Background: an optimization exercise with open tools, aiming at small area, a short achievable clock period and few clock cycles per item. Do not read the settings as production practice. No functional check of the RTL was part of this run. Power and IR drop assume default switching activity.

===== flow/design.v =====
module rom_cordic (
    input  logic [ 3:0] addr_i,
    output logic [15:0] data_o
);
  always_comb begin
    case (addr_i)
      4'd1:    data_o = 16'h1A91;
      4'd2:    data_o = 16'h0E09;
      4'd3:    data_o = 16'h0720;
      4'd4:    data_o = 16'h0394;
      4'd5:    data_o = 16'h01CA;
      4'd6:    data_o = 16'h00E5;
      4'd7:    data_o = 16'h0073;
      4'd8:    data_o = 16'h0039;
      4'd9:    data_o = 16'h001D;
      4'd10:   data_o = 16'h000E;
      4'd11:   data_o = 16'h0007;
      4'd12:   data_o = 16'h0004;
      4'd13:   data_o = 16'h0002;
      4'd14:   data_o = 16'h0001;
      default: data_o = 16'h0000;
    endcase
  end
endmodule
module cordic #(
    parameter int Width = 16
) (
    input  logic             clk_i,
    input  logic             rst_i,
    input  logic             start_cordic_i,
    input  logic [Width-1:0] x0_i,
    input  logic [Width-1:0] y0_i,
    input  logic [Width-1:0] z0_i,
    output logic [Width-1:0] xn_o,
    output logic [Width-1:0] yn_o,
    output logic [Width-1:0] zn_o,
    output logic             done_tick_cordic_o
);
  logic [15:0] x_q, y_q, z_q;
  logic [ 3:0] cnt_q;   
  logic        done_q;
  logic [15:0] rom_data;
  rom_cordic angle_rom (
      .addr_i(cnt_q),
      .data_o(rom_data)
  );
  logic [15:0] xa, ya, za, xs, ys, az;
  logic        neg;   
  always_comb begin
    if (start_cordic_i) begin
      xa  = x0_i;
      ya  = y0_i;
      za  = z0_i;
      xs  = x0_i;
      ys  = y0_i;
      az  = 16'h2D00;
      neg = z0_i[15];
    end else begin
      xa  = x_q;
      ya  = y_q;
      za  = z_q;
      xs  = (cnt_q == 4'd0) ? 16'd0 : 16'($signed(x_q) >>> cnt_q);
      ys  = (cnt_q == 4'd0) ? 16'd0 : 16'($signed(y_q) >>> cnt_q);
      az  = rom_data;
      neg = z_q[15];
    end
  end
  logic [16:0] x_s, y_s, z_s;
  assign x_s = {xa, 1'b1} + {ys ^ {16{~neg}}, ~neg};
  assign y_s = {ya, 1'b1} + {xs ^ {16{neg}}, neg};
  assign z_s = {za, 1'b1} + {az ^ {16{~neg}}, ~neg};
  logic [15:0] x_d, y_d, z_d;
  assign x_d = x_s[16:1];
  assign y_d = y_s[16:1];
  assign z_d = z_s[16:1];
  always_ff @(posedge clk_i) begin
    x_q <= x_d;
    y_q <= y_d;
    z_q <= z_d;
  end
  always_ff @(posedge clk_i, posedge rst_i) begin
    if (rst_i) begin
      cnt_q  <= 4'd0;
      done_q <= 1'b0;
    end else begin
      if (start_cordic_i) cnt_q <= 4'd1;
      else if (cnt_q == 4'd14) cnt_q <= 4'd0;
      else if (cnt_q != 4'd0) cnt_q <= cnt_q + 4'd1;
      done_q <= (cnt_q == 4'd14) && !start_cordic_i;
    end
  end
  assign xn_o = x_q;
  assign yn_o = y_q;
  assign zn_o = z_q;
  assign done_tick_cordic_o = done_q;
endmodule

===== flow/constraint.sdc =====
create_clock -name core_clock -period 5.5 [get_ports {clk_i}]
set_input_delay 1.1000 -clock core_clock [delete_from_list [all_inputs] [get_ports {clk_i}]]
set_output_delay 1.1000 -clock core_clock [all_outputs]
set_load 0.01 [all_outputs]

===== flow/config.mk =====
export PLATFORM = sky130hd
export DESIGN_NAME = cordic
export DESIGN_NICKNAME = cordic
export VERILOG_FILES = /design/flow/design.v
export SDC_FILE = /design/flow/constraint.sdc
export NUM_CORES = 4
export LEC_CHECK = 0
export ABC_CLOCK_PERIOD_IN_PS = 3000
export CAP_MARGIN = 20
export CORE_MARGIN = 2
export CORE_UTILIZATION = 40
export SLEW_MARGIN = 20

===== flow/run.sh =====
#!/bin/bash
# synth_recipe.tcl (not shown) runs the flow's synth.tcl, then flattens the netlist and writes it again
# the make line also repeats each setting of config.mk as NAME=value (left out here)
make -C /OpenROAD-flow-scripts/flow DESIGN_CONFIG=/design/flow/config.mk WORK_HOME=/design/flow/orfs CLKGATE_MAP_FILE= SYNTH_SCRIPT=/design/flow/synth_recipe.tcl finish

==> key figures <==
Pwr
  • Sequential share of power: 0.159
  • NetSw: 2.88 mW
  • Pwr Density: 778 nW/um^2
  • Pleak: 3.17 nW
  • Sw Share: 0.493
  • Max IR drop VDD: 0.000354 V
  • Comb pwr share: 0.782
  • Int Power: 2.96 mW
  • Clock Power Share: 0.059
  • Total Power: 5.84 mW

Timing
  • Tcrit/Tclk final: 0.841
  • Sum Neg Setup Slack: 0 ns
  • Final Critical Period: 4.62 ns
  • RSZ-0062 raised after global routing: no
  • Rel. slew slack: 0.340
  • Setup violators final: 0
  • Worst-Margin Slew: 0.964 ns
  • Fmax: 216 MHz
  • Worst clock skew: 0.00953 ns
  • Final hold viol count: 0
  • Slew Viols, Final: 0

Synth
  • Commonest cells post-synth: nand2_1, o21ai_0, xnor2_1, ha_1, nor2_1
  • Sequential area share after synthesis: 0.175
  • Mean post-synth cell area: 7.96 sq um
  • Fraction of registers with async set/reset: 0.0943
  • Synth warn: 2
  • Most frequent cell after synthesis: nand2_1
  • Synth area leaders: dfxtp_1, ha_1, xnor2_1
  • Yosys top cell area share: 0.155
  • Top_reg_cell synth: dfxtp_1
  • Post-synth EDFFs: 0
  • Post-Syn Area: 6210 sq um
  • FF+latch count, synth: 53
  • Syn Nets: 885
  • Post-synth cell types: 65
  • Leading area contributor after synthesis: dfxtp_1
  • Syn Inst Count: 780

Clock tree
  • CTS HTree Levels: 2
  • CTS tree: done
  • Clock Sinks: 53
  • CTS resizes: 0
  • Total CTS buffers: 5
  • Max clock buf depth: 2
  • Latest clock arrival within the worst-skew pair: 0.32 ns
  • Setup bufs post-CTS: 0
  • Root Driver: clkbuf_16
  • CTS clk-pin slew, worst paths: 0.08 ns
  • CTS Hold Bufs: 0

Floorplanning
  • Initial Utilization: 0.408
  • Core area: 15200 sq um
  • Ports: 100
  • Chip height: 129 microns
  • Die X: 129 microns
  • Die area: 16500 sq um
  • Core Rows: 45

GRT
  • Largest net degree at the start of global routing: 39
  • GRT Util Overall: 0.235
  • Initial antenna violation count: 0
  • Vias in the first global route: 6021
  • GRT Residual Overflow: 0
  • First-pass GRT wire length: 30.8 mm

Hold path
  • Hold WC Path Type: reg2reg

Placement
  • Placed Area: 7360 sq um
  • Gpl congestion: 0.905
  • Detail Placement HPWL: 15.0 mm
  • Port bufs: 99

Final layout
  • Antenna cell count: 0
  • NumNets Final: 960
  • Share of cells above drive strength 1: 0.102
  • Design Area, Final: 7510 sq um
  • Fill cell count: 1482
  • P&R area growth vs syn: 20.9%

Job
  • Max-cap violation count: 0

Detailed routing
  • Starting DRT DRC Count: 394
  • DR vias: 6075
  • Via/cell ratio: 5.82
  • DRT antenna net count: 0
  • Final wirelength: 19.4 mm
  • # DRC: 0
  • Routed len/inst: 18.6 microns
  • Pre-antenna DRT Iters: 4

Run status
  • Status: timing/DRC/antenna clean

Setup path
  • Crit start category: flip-flop
  • Setup CP Type: reg2reg
  • WP data arrival: 4.88 ns
  • Worst Setup End Kind: flip-flop
  • Crit Path Max Fanout: 28
  • Worst Path Required: 5.75 ns
-- cell usage in the layout, fill, tap and decap left out, types with 4 or more instances in the layout --
master,synthesis,routed
o211ai_1,4,4
dfxtp_1,48,48
xnor2_1,69,69
nand3_1,10,10
buf_4,1,15
nor2_1,54,54
clkdlybuf4s50_1,0,98
o21a_1,6,6
o22ai_1,5,5
nand2b_1,7,7
mux4_2,11,11
inv_1,33,33
nor2b_1,5,5
mux2i_1,28,28
o21bai_1,10,10
nand2_1,83,83
a211oi_1,16,16
xor2_1,14,14
a21boi_0,4,4
and2_1,4,4
a31oi_1,12,12
a21oi_1,44,44
dfrtp_1,5,4
o21ai_0,74,74
clkbuf_16,0,5
ha_1,54,54
and3_1,4,4
a21o_1,26,26
nor3_1,8,8
mux2_2,33,33
a22oi_1,9,9
-- critical path: stages (launching register included) --
cell,delay [ns]
dfrtp_1,0.97
inv_2,0.47
a211oi_1,0.40
o21ai_1,0.16
and4_1,0.27
nor2_1,0.10
ha_1,0.25
a21o_1,0.17
a21o_1,0.21
a2111oi_2,0.45
o21bai_1,0.23
a41oi_1,0.34
o21bai_1,0.13
a41oi_1,0.26
xnor2_1,0.14
-- registers in the layout, indices dropped and copies added (netlist names) --
name	count
cnt_q	4
done_q	1
x_q	16
y_q	16
z_q	16
-- layout make-up --
cell class,count,area [sq um],share of cell area
multi-input cells,645,4800,0.639
well taps,188,235,0.0313
clock inverters,1,7.51,0.00100
flip-flops and latches,53,1090,0.145
repair buffers,114,1100,0.146
inverters,36,135,0.0180
clock buffers,7,143,0.0190
-- logic make-up (layout without fill, tap and decap cells) --
| logic type | Yosys count | after routing | share of synthesized area |
|---|---|---|---|
| compound gates | 242 | 242 | 0.256 |
| xor+xnor | 83 | 83 | 0.117 |
| fa+ha+maj | 54 | 54 | 0.109 |
| buf+inv | 82 | 158 | 0.0522 |
| flops | 53 | 53 | 0.175 |
| mux | 77 | 77 | 0.155 |
| simple gates | 189 | 189 | 0.136 |
-- final timing paths --
kind / slack (ns) / end / startpoint / cells after the start
setup / recovery: 0.88 / x_q[14] / cnt_q[2] / 14
hold / removal: 0.67 / z_q[1] / z_q[0] / 3
setup reg to reg: 0.88 / x_q[14] / cnt_q[2] / 14
hold reg to reg: 0.67 / z_q[1] / z_q[0] / 3
max in group asynchronous: 4.30 / cnt_q[0] / rst_i / 2
min in group asynchronous: 0.99 / cnt_q[2] / rst_i / 2
-- power groups by stage --
stage,Sequential (mW),Combinational [mW],Clock (mW)
6_report,0.928,4.57,0.346
5_1_grt,0.954,5.00,0.368
4_1_cts,0.926,4.53,0.354
3_5_place_dp,0.932,4.50,0
3_3_place_gp,0.931,4.44,0
2_1_floorplan,0.878,3.29,0
-- per-stage QoR --
stage	hold WS, ns	util	setup slack (ns)	instances
after floorplan	0.660	-	0.961	780
after global placement	0.674	0.484	0.963	1036
after detailed placement	0.669	0.484	0.904	1036
after CTS	0.681	0.494	0.934	1044
after global routing	0.737	0.494	0.570	1044
final	0.670	0.494	0.877	1044
-- metal layers --
metal | vias up | routed length (microns) | global-route usage | part of all wire
li1 | 2963 | - | - | -
met5 | - | 0 | 0 | 0
met4 | 0 | 350 | 0.0665 | 0.018
met1 | 2912 | 8680 | 0.303 | 0.45
met3 | 22 | 799 | 0.0241 | 0.041
met2 | 178 | 9580 | 0.416 | 0.49

## re-timing with driven ports
The results above use ideal ports. As a check the final layout listed here was re-extracted and re-timed, cells and wires unchanged.
Step 1 assumes that a clkbuf_16 drives the clock port and a buf_2 every other input.
Step 2 moves the port delays by t, midway between the first and last clock arrival at a register: inputs arrive t later, outputs are due t later. That takes back most of the time a late clock gives input paths.
Three values: ideal ports, drivers, drivers and shift; two values: the first two.
shift t [ns]: 0.354
setup WS [ns]: 0.877 / 0.877 / 0.838
worst setup path after step 2: input to register
After both steps this run still meets setup and hold. For this run, drivers alone change the setup slack by 0.000 ns; drivers and shift together by -0.039 ns.
